Source: an optimization exercise on an open RTL-to-GDS flow (aim: small area). Production flows keep margins and buffers that such runs may drop.
The RTL was checked by simulation tests, not by an equivalence proof against the original design.
Power is estimated from default activity; no workload was simulated.

==> cedar <==
==> flow/design.v <==
`timescale 1ns / 1ps
module bcd_decode(
    input [3:0] bcd,
    output reg [6:0] seg
    );
	always @(bcd) begin
		case (bcd)
			4'd0: seg <= 7'b0111111;
			4'd1: seg <= 7'b0000110;
			4'd2: seg <= 7'b1011011;
			4'd3: seg <= 7'b1001111;
			4'd4: seg <= 7'b1100110;
			4'd5: seg <= 7'b1101101;
			4'd6: seg <= 7'b1111101;
			4'd7: seg <= 7'b0000111;
			4'd8: seg <= 7'b1111111;
			4'd9: seg <= 7'b1101111;
			4'd10: seg <= 7'b1110111;
			4'd11: seg <= 7'b1111100;
			4'd12: seg <= 7'b0111001;
			4'd13: seg <= 7'b1011110;
			4'd14: seg <= 7'b1111001;
			4'd15: seg <= 7'b1110001;
		endcase
	end
endmodule
`timescale 1ns / 1ps
module DataMemory(
    input clk,
    input [7:0] address,
    input [7:0] writeData,
	 input reset,
	 input write,
    output [7:0] readData
    );
	 reg[7:0] memory [31:0];
	 integer i;
	 always @(posedge clk or posedge reset) begin
		if(reset) begin
			for(i = 0; i < 32; i= i+1) begin
				if(i > 16 && i < 32)
					memory[i] <= (i%16) * -1;
				else
					memory[i] <= i%16;
			end
		end
		else if(write)begin
		   memory[address[4:0]] <= writeData;
		end
	 end
	 assign readData = memory[address[4:0]];
endmodule
`timescale 1ns / 1ps
module Main(
   input [7:0] instruction,
	input clk,
	input reset,
	output[7:0] pcc,
	output[6:0] out1,
	output[6:0] out2,
	output[6:0] out3,
	output[6:0] out4,
	output[6:0] out5
   );
	reg[7:0]regi [3:0]; 
	reg[7:0] pc;  
	assign pcc = pc;
	wire[1:0] command; 
	wire[1:0] rs;
	wire[1:0] rt;
	wire[1:0] rd;
	wire[7:0] temprd;
	assign command = instruction[7:6];  
	assign rs = instruction[5:4];
	assign rt = instruction[3:2];
	assign rd = instruction[1:0];
	assign temprd = (instruction[1] == 0) ? instruction[1:0] : (instruction[1:0] - 4);
	wire[7:0] mem; 
	wire[7:0] a;  
	wire[7:0] b;  
	wire check;
	assign a = regi[rs] + temprd;
	assign b = regi[rt];
	wire[6:0] m1out;
	wire[6:0] m2out;
	wire[6:0] m4out;
	wire[6:0] m5out;
	reg [7:0] regstor;
	wire [6:0] outreg1 = 7'b1010000;
	wire [6:0] outreg2 = 7'b0011100;
	wire [6:0] outreg3 = 7'b1111100;
	wire [6:0] outreg4 = 7'b0010000;
	wire [6:0] outreg5 = 7'b1101101;
	assign out1 = (reset == 1) ? outreg1 : m1out;
	assign out2 = (reset == 1) ? outreg2 : m2out;
	assign out3 = (reset == 1) ? outreg3 : 7'b0000000;
	assign out4 = (reset == 1) ? outreg4 : m4out;
	assign out5 = (reset == 1) ? outreg5 : m5out;
	wire[3:0] m1;
	wire[3:0] m2;
	wire[3:0] m4;
	wire[3:0] m5;
	wire[7:0] printpc;
	assign printpc = pc;
	assign m1 = regstor[7:4];
	assign m2 = regstor[3:0];
	assign m4 = printpc[7:4];
	assign m5 = printpc[3:0];
	assign check = (command == 1) ? 0 :
						(command == 2) ? 1 : 0;
	DataMemory d(.clk(clk), .reset(reset), .address(a), .writeData(b), .write(check), .readData(mem));
	bcd_decode d5(.bcd(m5), .seg(m5out));
	bcd_decode d4(.bcd(m4), .seg(m4out));
	bcd_decode d2(.bcd(m2), .seg(m2out));
	bcd_decode d1(.bcd(m1), .seg(m1out));
	always@(posedge clk or posedge reset) begin
		if(reset) begin
			pc <= 0;
			regi[0] <= 0;
			regi[1] <= 0;
			regi[2] <= 0;
			regi[3] <= 0;
			regstor <= 0;
		end
		else begin
			if(command == 0) begin
				regi[rd] <= regi[rs] + regi[rt];
				regstor <= regi[rs] + regi[rt];
			end
			if(command == 1) begin
				regi[rt] <= mem[7:0];
				regstor <= mem[7:0];
			end
			if(command != 3) begin
				pc <= pc + 1;
			end
			else begin
				pc <= pc + 1 + temprd;
			end
		end
	end
endmodule
==> flow/run.sh <==
#!/bin/bash
# synth_recipe.tcl (not shown) runs the flow's synth.tcl, then flattens the netlist and writes it again
# the make line also repeats each setting of config.mk as NAME=value (left out here)
make -C /OpenROAD-flow-scripts/flow DESIGN_CONFIG=/design/flow/config.mk WORK_HOME=/design/flow/orfs CLKGATE_MAP_FILE= SYNTH_SCRIPT=/design/flow/synth_recipe.tcl finish
==> flow/config.mk <==
export PLATFORM = sky130hd
export DESIGN_NAME = Main
export DESIGN_NICKNAME = Main
export VERILOG_FILES = /design/flow/design.v
export SDC_FILE = /design/flow/constraint.sdc
export NUM_CORES = 4
export LEC_CHECK = 0
export CAP_MARGIN = 20
export CORE_MARGIN = 2
export CORE_UTILIZATION = 40
export SLEW_MARGIN = 20
==> flow/constraint.sdc <==
create_clock -name core_clock -period 5.5 [get_ports {clk}]
set_input_delay 1.1000 -clock core_clock [delete_from_list [all_inputs] [get_ports {clk}]]
set_output_delay 1.1000 -clock core_clock [all_outputs]
set_load 0.01 [all_outputs]
==> inputs of violet, as changes to cedar <==
==> flow/design.v (replaced) <==
`timescale 1ns / 1ps
module bcd_decode(
    input [3:0] bcd,
    output [6:0] seg
    );
	wire [6:0] s0 = bcd[0] ? 7'b0000110 : 7'b0111111;  
	wire [6:0] s1 = bcd[0] ? 7'b1001111 : 7'b1011011;  
	wire [6:0] s2 = bcd[0] ? 7'b1101101 : 7'b1100110;  
	wire [6:0] s3 = bcd[0] ? 7'b0000111 : 7'b1111101;  
	wire [6:0] s4 = bcd[0] ? 7'b1101111 : 7'b1111111;  
	wire [6:0] s5 = bcd[0] ? 7'b1111100 : 7'b1110111;  
	wire [6:0] s6 = bcd[0] ? 7'b1011110 : 7'b0111001;  
	wire [6:0] s7 = bcd[0] ? 7'b1110001 : 7'b1111001;  
	wire [6:0] t0 = bcd[1] ? s1 : s0;
	wire [6:0] t1 = bcd[1] ? s3 : s2;
	wire [6:0] t2 = bcd[1] ? s5 : s4;
	wire [6:0] t3 = bcd[1] ? s7 : s6;
	wire [6:0] u0 = bcd[2] ? t1 : t0;
	wire [6:0] u1 = bcd[2] ? t3 : t2;
	assign seg = bcd[3] ? u1 : u0;
endmodule
`timescale 1ns / 1ps
module DataMemory(
    input clk,
    input [4:0] address,
    input [7:0] writeData,
    input reset,
    input write,
    output [7:0] readData
    );
	reg [7:0] memory [0:31];
	wire [7:0] d0 = writeData & {8{~reset}};
	wire [7:0] d1 = writeData | {8{reset}};
	wire [31:0] sel = 32'd1 << address;
	reg [7:0] rd;
	integer k;
	always @(*) begin
		rd = 8'd0;
		for (k = 0; k < 32; k = k + 1)
			rd = rd | (memory[k] & {8{sel[k]}});
	end
	genvar i, j;
	generate
		for (i = 0; i < 32; i = i + 1) begin : w
			localparam [7:0] INIT = (i < 16) ? i : (i == 16) ? 0 : 256 - (i - 16);
			wire en = reset | (write & sel[i]);
			for (j = 0; j < 8; j = j + 1) begin : b
				always @(posedge clk)
					if (en) memory[i][j] <= INIT[j] ? d1[j] : d0[j];
			end
		end
	endgenerate
	assign readData = rd;
endmodule
`timescale 1ns / 1ps
module Main(
   input [7:0] instruction,
	input clk,
	input reset,
	output[7:0] pcc,
	output[6:0] out1,
	output[6:0] out2,
	output[6:0] out3,
	output[6:0] out4,
	output[6:0] out5
   );
	wire [1:0] op = instruction[7:6];
	wire [1:0] rs = instruction[5:4];
	wire [1:0] rt = instruction[3:2];
	wire [1:0] rd = instruction[1:0];
	wire [7:0] off = {{6{rd[1]}}, rd};
	reg [7:0] r0, r1, r2, r3;
	reg [7:0] last;
	reg [7:0] pc;
	assign pcc = pc;
	reg [7:0] vs, vt;
	always @(*) begin
		case (rs)
			2'd0: vs = r0;
			2'd1: vs = r1;
			2'd2: vs = r2;
			default: vs = r3;
		endcase
		case (rt)
			2'd0: vt = r0;
			2'd1: vt = r1;
			2'd2: vt = r2;
			default: vt = r3;
		endcase
	end
	wire [7:0] sum = vs + vt;
	wire [4:0] addr = vs[4:0] + off[4:0];
	wire [7:0] rdata;
	DataMemory d(.clk(clk), .reset(reset), .address(addr), .writeData(vt),
	             .write(op == 2'd2), .readData(rdata));
	wire [7:0] res = op[0] ? rdata : sum;
	wire wr = ~op[1];
	wire [1:0] dst = op[0] ? rt : rd;
	wire [7:0] resz = res & {8{~reset}};
	wire we0 = reset | (wr & (dst == 2'd0));
	wire we1 = reset | (wr & (dst == 2'd1));
	wire we2 = reset | (wr & (dst == 2'd2));
	wire we3 = reset | (wr & (dst == 2'd3));
	wire wel = reset | wr;
	always @(posedge clk) begin
		if (we0) r0 <= resz;
		if (we1) r1 <= resz;
		if (we2) r2 <= resz;
		if (we3) r3 <= resz;
		if (wel) last <= resz;
	end
	always @(posedge clk or posedge reset) begin
		if (reset) pc <= 8'd0;
		else pc <= pc + ((op == 2'd3) ? off + 8'd1 : 8'd1);
	end
	wire [6:0] s1, s2, s4, s5;
	bcd_decode d1(.bcd(last[7:4]), .seg(s1));
	bcd_decode d2(.bcd(last[3:0]), .seg(s2));
	bcd_decode d4(.bcd(pc[7:4]), .seg(s4));
	bcd_decode d5(.bcd(pc[3:0]), .seg(s5));
	assign out1 = reset ? 7'b1010000 : s1;
	assign out2 = reset ? 7'b0011100 : s2;
	assign out3 = reset ? 7'b1111100 : 7'b0000000;
	assign out4 = reset ? 7'b0010000 : s4;
	assign out5 = reset ? 7'b1101101 : s5;
endmodule
==> qor summary <==
quantity                                                            cedar          violet
Power consumed by combinational cells                             7.05 mW         6.02 mW
Area of the core region                                       40800 sq um     35200 sq um
Area Overhead vs Synth                                              17.5%           20.6%
Clock insertion delay at the later pin of the skew report          520 ps          530 ps
Non-clock buffer share                                              7.71%           9.85%
Wl on met1                                                       22000 um        18300 um
Switching Power                                                   5.83 mW         4.96 mW
Flip-flop and latch area                                       7760 sq um      9090 sq um
Fmax                                                              195 MHz         187 MHz
Most used DFF post-synth                                          dfrtp_1        edfxtp_1
Area used by multi-input combinational logic                   8120 sq um      4660 sq um
Area of all placed cells without fillers                      19400 sq um     17100 sq um
Post-synthesis instance area                                  16500 sq um     14200 sq um
Highest metal layer with signal wires                                met4            met5
Proportion of total power due to net switching                      43.6%           41.9%
First-pass iteration count of the detailed router                       5               7
Hold path depth                                                         2               1
Design Power                                                      13.4 mW         11.8 mW
Run status                                                 finished clean  finished clean
Launch point of the worst reg-to-reg path                      regi[3][0]           r3[0]

==> port drivers added, routing unchanged <==
In the flow no input, the clock included, has a driving cell. The finished layouts below were timed again as built, in two steps.
Step 1 (the two cells are an assumption about what drives the block):
set clk [get_ports {clk}]
set_driving_cell -lib_cell sky130_fd_sc_hd__clkbuf_16 $clk
set_driving_cell -lib_cell sky130_fd_sc_hd__buf_2 [delete_from_list [all_inputs] $clk]
Step 2, shift: input delay + t, output delay - t, t = (earliest + latest rising clock arrival at the registers) / 2. This alone moves slack from input paths to output paths.
a / b / c = ideal ports / drivers / drivers and shift; a / b = the first two.
| run | shift t [ns] | slack for setup (ns) | clock arrival spread, ns |
|---|---|---|---|
| cedar | 0.566 | 0.378 / 0.389 / -0.177 | 0.022 / 0.022 |
| violet | 0.572 | 0.166 / 0.193 / -0.379 | 0.027 / 0.027 |
With both steps, setup timing fails in cedar and violet, where it was met with ideal ports. For cedar, which loses most, drivers alone change the setup slack by +0.011 ns; drivers and shift together by -0.555 ns.
